Background: an optimization exercise with open tools, aiming at small area and a short achievable clock period. Do not read the settings as production practice.
Where RTL was checked, it was by simulation tests only, not by an equivalence proof against the original.
Power is estimated from default activity; no workload was simulated.

==> flow/design.v (excerpt) <==
module OnboardTop(
    input   [15:0]  SW,
    output  [15:0]  LED,
    input           RST,
    input           JB_TCK,
    input           JB_TMS,
    input           JB_TDI,
    output          JB_TDO,
    output          JA_1,
    output          JA_2,
    output          JA_3,
    output          JA_4,
    output          JA_5,
    output          JC_1,
    output          JC_2,
    output          JC_3,
    output          JC_4
    );
clock: 7.0 ns
lec_check: 0
cap_margin: 20
core_margin: 2
core_utilization: 50
cts_cluster_diameter: 80
cts_cluster_size: 30
setup_slack_margin: 3.8
slew_margin: 20
run.sh (not shown) runs the stock make flow with config.mk's settings and CLKGATE_MAP_FILE= SYNTH_SCRIPT=/design/flow/synth_recipe.tcl, a recipe that flattens the netlist after the stock synthesis.
The first run ran to the end with no violations.
Change:
--- a/flow/design.v
+++ b/flow/design.v
@@ -1,20 +1,20 @@
 `timescale 1ns / 1ps
 `timescale 1ns / 1ps
 module TMemory(
     input           clk,
     input           rst,
     input           rst_n,       
     input  [3:0]    we4,         
     input  [15:0]   hi,          
     input  [15:0]   lo,          
-    input  [31:0]   lo_n,        
+    input  [15:0]   lo_n,        
     input  [7:0]    write_data,
     input           par,
     output [7:0]    read_raw
     );
     localparam integer NWORDS = 256;
     localparam integer NINIT  = 109;
     localparam [NINIT*8-1:0] INIT = {
         256'h4C6FB3A128F532FAFDC0E5FD0017D40E5C54FB5CD49E2BF1A4931D3AC7AEA9EC,
         256'h0902C0251609522DD8BBA80AEF965CD4FE965C549B86C0F53A373886C025A66F,
         256'hD3285517F4F5325517A4E35CA4C36FB3F1CEC21704090200670220FDC0F5329A,
@@ -27,43 +27,43 @@
     wire [15:0]         whi;
     wire [NWORDS-1:0]   wen;         
     wire [NWORDS-1:0]   keep;        
     genvar k, j;
     generate
         for (k = 0; k < 16; k = k + 1) begin : g_whi
             assign whi[k] = hi[k] & we4[k / 4];
         end
         for (k = 0; k < NWORDS; k = k + 1) begin : g_word
             if (k < NINIT) begin : g_init
-                assign wen[k]  = (whi[k / 16] & ~lo_n[(k / 128) * 16 + k % 16]) | rst;
+                assign wen[k]  = (whi[k / 16] & ~lo_n[k % 16]) | rst;
                 assign keep[k] = ~(whi[k / 16] & lo[k % 16]) & rst_n;
                 for (j = 0; j < 8; j = j + 1) begin : g_bit
                     wire c = INIT[k*8+j] ? c_one[j] : c_zer[j];
                     always @(posedge clk)
                         MEM[k*8+j] <= ~((wen[k] | MEM[k*8+j]) & (keep[k] | c));
                 end
             end else begin : g_plain
-                assign wen[k]  = whi[k / 16] & ~lo_n[(k / 128) * 16 + k % 16];
+                assign wen[k]  = whi[k / 16] & ~lo_n[k % 16];
                 assign keep[k] = ~(whi[k / 16] & lo[k % 16]);
                 for (j = 0; j < 8; j = j + 1) begin : g_bit
                     always @(posedge clk)
                         MEM[k*8+j] <= ~((wen[k] | MEM[k*8+j]) & (keep[k] | c_wr[j]));
                 end
             end
         end
         for (j = 0; j < 8; j = j + 1) begin : g_rd
             wire [15:0] g;
             genvar i, w;
             for (i = 0; i < 16; i = i + 1) begin : g_grp
                 wire [15:0] t;
                 for (w = 0; w < 16; w = w + 1) begin : g_t
-                    assign t[w] = lo_n[(i / 8) * 16 + w] | MEM[(16*i+w)*8+j];
+                    assign t[w] = lo_n[w] | MEM[(16*i+w)*8+j];
                 end
                 assign g[i] = hi[i] & (&t);
             end
             assign read_raw[j] = |g;
         end
     endgenerate
 endmodule
 `timescale 1ns / 1ps
 `timescale 1ns / 1ps
 module Core_FSM(
@@ -202,21 +202,21 @@
     reg         ben;         
     reg         tdo_q;
     reg  [4:0]  ja_q;        
     reg         sw_sel;      
     reg  [2:0]  bs;          
     reg  [7:0]  q;           
     reg  [7:0]  rdq;         
     reg         par;         
     reg  [15:0] q_hi;        
     reg  [15:0] q_lo;        
-    reg  [31:0] q_lo_n;      
+    reg  [15:0] q_lo_n;      
     reg  [3:0]  we4;         
     reg         mrst_n;      
     reg         lastw;       
     reg         done;
     reg  [3:0]  ref_data;
     reg  [3:0]  imp_data;
     reg  [4:0]  impact;
     reg         sig_f;       
     reg         sig_nl;      
     reg  [3:0]  sig_res;     
@@ -328,21 +328,21 @@
                      (ts_n == S_UPDR && i_dload) ? sr[15:8] : q;
     always @(posedge TCK) begin
         bs     <= bs_n;
         impact <= impact_n;
         rdq    <= rd_raw;
         par    <= ~par;
         q    <= q_n;
         q_hi <= 16'd1 << q_n[7:4];
         q_lo <= 16'd1 << q_n[3:0];
         we4  <= ((ts_n == S_UPDR) && i_dload) ? (4'd1 << q_n[7:6]) : 4'd0;
-        q_lo_n <= ~(32'd1 << {q_n[7], q_n[3:0]});
+        q_lo_n <= ~(16'd1 << q_n[3:0]);
         case (bs_n)
         B_ASK:  done <= past_end;
         B_GET: begin
             lastw    <= at_end;
             imp_data <= rdv[7:4];
             ref_data <= rdv[3:0];
         end
         default: ;
         endcase
         if (RST || bs_n == B_INIT) begin
Utilization goes down by 0.22 points.
Clock-buffer cell count goes up by 1.
Register-to-register slack improves by 0.03 ns.
Worst setup slack improves by 0.034 ns.
Clock power goes down by about 1%.
Area after synthesis goes down by 0.48%.
Total power goes up by 5.9%.
First-iteration DRC count goes up by 0.60%.
Final cell count goes down by 0.83%.
Cell area goes down by 0.64%.
No functional check of the RTL was part of the first run of this note.

---

== the reference run ==
Another version of the RTL of OnboardTop (not shown whole).
Size: about 8,500 cells after synthesis, ~2,200 flip-flops, about 46 I/O pins, roughly 78,000 µm² of cells after synthesis.
clock: 7.0 ns
lec_check: 0
abc_area: 1
cap_margin: 20
core_margin: 2
core_utilization: 70
cts_cluster_diameter: 80
cts_cluster_size: 30
setup_slack_margin: 4.0
slew_margin: 20
Having completed the whole flow, the reference run delivered a layout that passed the timing, DRC and antenna checks.
diff inputs: the reference run => the trial run
--- a/flow/design.v
+++ b/flow/design.v
@@ -3,15 +3,15 @@
 module TMemory(
     input           clk,
     input           rst,
     input           rst_n,       
     input  [3:0]    we4,         
     input  [15:0]   hi,          
     input  [15:0]   lo,          
-    input  [31:0]   lo_n,        
+    input  [15:0]   lo_n,        
     input  [7:0]    write_data,
     input           par,
     output [7:0]    read_raw
     );
     localparam integer NWORDS = 256;
     localparam integer NINIT  = 109;
     localparam [NINIT*8-1:0] INIT = {
@@ -30,37 +30,37 @@
     genvar k, j;
     generate
         for (k = 0; k < 16; k = k + 1) begin : g_whi
             assign whi[k] = hi[k] & we4[k / 4];
         end
         for (k = 0; k < NWORDS; k = k + 1) begin : g_word
             if (k < NINIT) begin : g_init
-                assign wen[k]  = (whi[k / 16] & ~lo_n[(k / 128) * 16 + k % 16]) | rst;
+                assign wen[k]  = (whi[k / 16] & ~lo_n[k % 16]) | rst;
                 assign keep[k] = ~(whi[k / 16] & lo[k % 16]) & rst_n;
                 for (j = 0; j < 8; j = j + 1) begin : g_bit
                     wire c = INIT[k*8+j] ? c_one[j] : c_zer[j];
                     always @(posedge clk)
                         MEM[k*8+j] <= ~((wen[k] | MEM[k*8+j]) & (keep[k] | c));
                 end
             end else begin : g_plain
-                assign wen[k]  = whi[k / 16] & ~lo_n[(k / 128) * 16 + k % 16];
+                assign wen[k]  = whi[k / 16] & ~lo_n[k % 16];
                 assign keep[k] = ~(whi[k / 16] & lo[k % 16]);
                 for (j = 0; j < 8; j = j + 1) begin : g_bit
                     always @(posedge clk)
                         MEM[k*8+j] <= ~((wen[k] | MEM[k*8+j]) & (keep[k] | c_wr[j]));
                 end
             end
         end
         for (j = 0; j < 8; j = j + 1) begin : g_rd
             wire [15:0] g;
             genvar i, w;
             for (i = 0; i < 16; i = i + 1) begin : g_grp
                 wire [15:0] t;
                 for (w = 0; w < 16; w = w + 1) begin : g_t
-                    assign t[w] = lo_n[(i / 8) * 16 + w] | MEM[(16*i+w)*8+j];
+                    assign t[w] = lo_n[w] | MEM[(16*i+w)*8+j];
                 end
                 assign g[i] = hi[i] & (&t);
             end
             assign read_raw[j] = |g;
         end
     endgenerate
 endmodule
@@ -202,16 +202,15 @@
     reg         tdo_q;
     reg  [4:0]  ja_q;        
     reg         sw_sel;      
     reg  [2:0]  bs;          
     reg  [7:0]  q;           
     reg  [7:0]  rdq;         
     reg         par;         
-    reg  [15:0] q_hi;        
-    reg  [31:0] q_lo_n;      
+    reg  [15:0] q_lo_n;      
     reg  [3:0]  we4;         
     reg         mrst_n;      
     reg         lastw;       
     reg         done;
     reg  [3:0]  ref_data;
     reg  [3:0]  imp_data;
     reg  [4:0]  impact;
@@ -325,17 +324,16 @@
                      (ts_n == S_UPDR && i_dload) ? sr[15:8] : q;
     always @(posedge TCK) begin
         bs     <= bs_n;
         impact <= impact_n;
         rdq    <= rd_raw;
         par    <= ~par;
         q    <= q_n;
-        q_hi <= 16'd1 << q_n[7:4];
         we4  <= ((ts_n == S_UPDR) && i_dload) ? (4'd1 << q_n[7:6]) : 4'd0;
-        q_lo_n <= ~(32'd1 << {q_n[7], q_n[3:0]});
+        q_lo_n <= ~(16'd1 << q_n[3:0]);
         case (bs_n)
         B_ASK:  done <= past_end;
         B_GET: begin
             lastw    <= at_end;
             imp_data <= rdv[7:4];
             ref_data <= rdv[3:0];
         end
@@ -399,15 +397,15 @@
             maddr <= sr;
     end
     TMemory tmem1(
         .clk(TCK),
         .rst(mrst),
         .rst_n(mrst_n),
         .we4(we4),
-        .hi(q_hi),
+        .hi(16'd1 << q[7:4]),
         .lo(16'd1 << q[3:0]),
         .lo_n(q_lo_n),
         .write_data(sr[7:0]),
         .par(par),
         .read_raw(rd_raw)
     );
     wire [4:0] ja = ja_q | (SW[15:11] & {5{sw_sel}});
The trial run | stages: all done | timing, DRC, antenna: all pass
Between the trial run and the reference run, it is the trial run whose clock buffer instance count of the final layout is higher, by 6.7%.
Post-detailed-route wirelength per cell (the trial run vs. the reference run) increases by a little under 10%
The trial run vs. the reference run: synthesized cell count now smaller, total wire length went up about 7%, wire length of the first global-routing pass rose by 21,000 µm.
Looking at final instance area, the trial run sits 1.6% higher than the reference run does.
Taking the reference run as the reference, in the trial run via count up 2.0%; total power higher.
The xor/xnor share of the synthesized area on the reference run is in line with that on the trial run.
Per the comparison of the trial run with the reference run, met3 layer usage reported by global route moved up, fmax shows a reduction of about 1.2%, combinational power grew by 4.9%.
From the reference run to the trial run the numbers moved as follows: chip height held steady; combinational share of power grew by 0.8 points.
Only the layout flow was run in the trial run; the RTL was not checked for function there.

separate check: timing with driven ports:
The flow's constraints put no driver on any port. The routed layouts listed below were extracted and timed again, unchanged, in two steps.
Step 1 sets driving cells, clkbuf_16 on the clock port and buf_2 on the other inputs (assumed; they add their load-dependent delay and slew).
Step 2, shift: input delay + t, output delay - t, t = (earliest + latest rising clock arrival at the registers) / 2. This alone moves slack from input paths to output paths.
Three values: no drivers, after step 1, after step 2; two values: the first two.
run | t (ns) | slack for setup (ns) | worst setup path at the end | latest minus earliest clock arrival (ns) | worst data-port slew with drivers (ns)
the first run of note 1 | 0.883 | 3.476 / 3.476 / 3.020 | input to register | 0.081 / 0.082 | 0.06
the second run of note 1 | 0.904 | 3.510 / 3.510 / 3.079 | input to register | 0.070 / 0.069 | 0.06
the reference run | 0.792 | 3.823 / 3.794 / 3.322 | input to register | 0.041 / 0.041 | 0.06
the trial run | 0.811 | 3.786 / 3.786 / 3.563 | input to register | 0.065 / 0.065 | 0.06
After both steps every run listed still meets setup and hold. For the reference run, which loses most, drivers alone change the setup slack by -0.029 ns; drivers and shift together by -0.501 ns.
